This design comes from an exercise in tuning for small area on the open sky130 flow, not from production work.
Where RTL was checked, it was by simulation tests only, not by an equivalence proof against the original.

// EF
module EF
#(
    parameter TAP_N     = 17,
    parameter DI_IL_W   = 2,
    parameter DI_FL_W   = 5,
    parameter DI_W      = DI_IL_W + DI_FL_W + 1,
    parameter C_IL_W    = 2,
    parameter C_FL_W    = 5,
    parameter C_W       = C_IL_W + C_FL_W + 1,
    parameter DO_IL_W   = 2,
    parameter DO_FL_W   = 5,
    parameter DO_W      = DO_IL_W + DO_FL_W + 1
)
(
    input  wire                    clk,
    input  wire                    rst_n,
    input  wire                    valid_i,
    input  wire signed [DI_W-1:0]  data_i,
    input  wire [TAP_N*C_W-1:0]    coeff_i,
    output reg                     valid_o,
    output reg  signed [DO_W-1:0]  data_o
);
clock: 5.0 ns
lec_check: 0
cap_margin: 20
core_margin: 2
core_utilization: 40
cts_buf_list: sky130_fd_sc_hd__clkbuf_16
cts_cluster_diameter: 100
cts_cluster_size: 50
slew_margin: 20
synth_hierarchical: 1
synth_minimum_keep_size: 0
standard.sh (not shown) runs the stock make flow with config.mk's settings and CLKGATE_MAP_FILE= SYNTH_SCRIPT=/design/flow/synth_recipe.tcl, a recipe that flattens the netlist after the stock synthesis.
==> flow/flow/run.sh <==
#!/bin/bash
# The standard layout, with plain buf_1 cells as the port buffers.
set -euo pipefail
bash standard.sh BUFFER_PORTS_ARGS="-buffer_cell sky130_fd_sc_hd__buf_1" finish > make_finish.log 2>&1
Edit:
Settings changed: CTS_BUF_LIST sky130_fd_sc_hd__clkbuf_16 to sky130_fd_sc_hd__clkbuf_8, CTS_CLUSTER_DIAMETER 100 to 60, CTS_CLUSTER_SIZE 50 to 30.
=> The changed run completed without violations. Synthesized area does not change. Maximum frequency grows by 0.42%. Utilization shrinks by 0.95 points. Flip-flop and latch count does not change. Critical path depth is unchanged. Cell area shrinks by 2.0%.
Function was not checked in any run of this note: the RTL went through the layout flow alone.

---

## old
Another version of the RTL of EF (not shown whole).
For scale: roughly 580 cells after synthesis, ~160 I/O pins, about 7400 um2 of cells after synthesis.
Settings: LEC_CHECK=0, CAP_MARGIN=20, CORE_MARGIN=2, CORE_UTILIZATION=40, CTS_BUF_LIST=sky130_fd_sc_hd__clkbuf_4 sky130_fd_sc_hd__clkbuf_8, SLEW_MARGIN=20, SYNTH_HIERARCHICAL=1, SYNTH_MINIMUM_KEEP_SIZE=0; clock period 5.0 ns.
==> flow/flow/run.sh <==
#!/bin/bash
# The standard layout, with plain buf_1 cells as the port buffers and power
# recovery (downsizing of cells off the critical paths) after global routing.
set -euo pipefail
bash standard.sh BUFFER_PORTS_ARGS="-buffer_cell sky130_fd_sc_hd__buf_1" RECOVER_POWER=100 finish > make_finish.log 2>&1
STATUS run=old STAGES=ALL_DONE FINAL_CHECKS=FAILED CAUSE=capacitance limit, slew limit
[inputs] new vs old
==> flow/flow/run.sh <==
#!/bin/bash
# The standard layout, with plain buf_1 cells as the port buffers.
set -euo pipefail
bash standard.sh BUFFER_PORTS_ARGS="-buffer_cell sky130_fd_sc_hd__buf_1" finish > make_finish.log 2>&1
[summary]
new finished every step from synthesis to the final layout, and the layout passed the timing, DRC and antenna checks.
Between old and new, the difference in fraction of area in multi-input gates is negligible.
| maximum frequency | old vs new | ≈ equal |
Changes observed in new relative to old: measured slew at the worst slew-check pin went down, hold slack did not really move, final worst-path setup slack went up.
No run of this note included a check of the RTL's function; only the layout flow was run.

---

== main ==
EF, a different RTL version from the one above (not shown whole).
Size: roughly 660 cells after synthesis, about 180 flip-flops, ~160 I/O pins, roughly 7700 µm² of cells after synthesis.
==> flow/config.mk <==
export PLATFORM = sky130hd
export DESIGN_NAME = EF
export DESIGN_NICKNAME = EF
export VERILOG_FILES = /design/flow/design.v
export SDC_FILE = /design/flow/constraint.sdc
export NUM_CORES = 4
export LEC_CHECK = 0
export CAP_MARGIN = 20
export CORE_MARGIN = 2
export CORE_UTILIZATION = 40
export CTS_BUF_LIST = sky130_fd_sc_hd__clkbuf_4 sky130_fd_sc_hd__clkbuf_8
export SLEW_MARGIN = 20
==> flow/constraint.sdc <==
create_clock -name core_clock -period 5.0 [get_ports {clk}]
set_input_delay 1.0000 -clock core_clock [delete_from_list [all_inputs] [get_ports {clk}]]
set_output_delay 1.0000 -clock core_clock [all_outputs]
set_load 0.01 [all_outputs]
==> flow/flow/run.sh <==
#!/bin/bash
# The standard layout, with plain buf_1 cells as the port buffers.
set -euo pipefail
bash standard.sh BUFFER_PORTS_ARGS="-buffer_cell sky130_fd_sc_hd__buf_1" finish > make_finish.log 2>&1
main has completed all stages; timing, DRC and antenna checks passed.
## Diff of input files: the feature branch against main
- a deleted CTS_BUF_LIST that had been sky130_fd_sc_hd__clkbuf_4 sky130_fd_sc_hd__clkbuf_8
==> flow/run.sh (new file) <==
#!/bin/bash
# synth_recipe.tcl (not shown) runs the flow's synth.tcl, then flattens the netlist and writes it again
# the make line also repeats each setting of config.mk as NAME=value (left out here)
make -C /OpenROAD-flow-scripts/flow DESIGN_CONFIG=/design/flow/config.mk WORK_HOME=/design/flow/orfs CLKGATE_MAP_FILE= SYNTH_SCRIPT=/design/flow/synth_recipe.tcl finish
removed: flow/flow/run.sh
removed: flow/standard.sh
Findings:
Compared with main, in the feature branch net count of the finished layout lower; number of non-filler instances in the completed layout lower.
The feature branch: PASS, flow complete, no timing, DRC or antenna violations
Higher multi-input gate area in the final layout goes to main over the feature branch.
Going from main to the feature branch, area of all placed cells without fillers increased by 11% relative to the old numbers; multiplexer share of the synthesized area closely matched the old numbers.
main → the feature branch: share of the clock period used by the worst path after layout +0.22 points, maximum frequency barely changed, non-clock buffer count saw a decrease.

[separate check: timing with driven ports]
In the flow no input, the clock included, has a driving cell. The finished layouts below were timed again as built, in two steps. Step 1, drivers: a clkbuf_16 drives clk and a buf_2 each remaining input, both assumed. Step 2 also shifts input and output timing later by t, the mid clock arrival at the registers, as if the neighbouring blocks saw the same clock. Three values: ideal, step 1, step 2; two values: the first two.
run	t (ns)	setup slack, ns	worst register clock-pin slew, ns
the first run of note 1	0.464	0.315 / 0.315 / 0.315	0.07 / 0.07
the second run of note 1	0.489	0.335 / 0.335 / 0.335	0.10 / 0.10
old	0.482	0.348 / 0.348 / 0.348	0.10 / 0.10
new	0.481	0.355 / 0.355 / 0.355	0.11 / 0.11
main	0.478	0.168 / 0.168 / 0.168	0.09 / 0.09
the feature branch	0.458	0.157 / 0.157 / 0.157	0.07 / 0.07
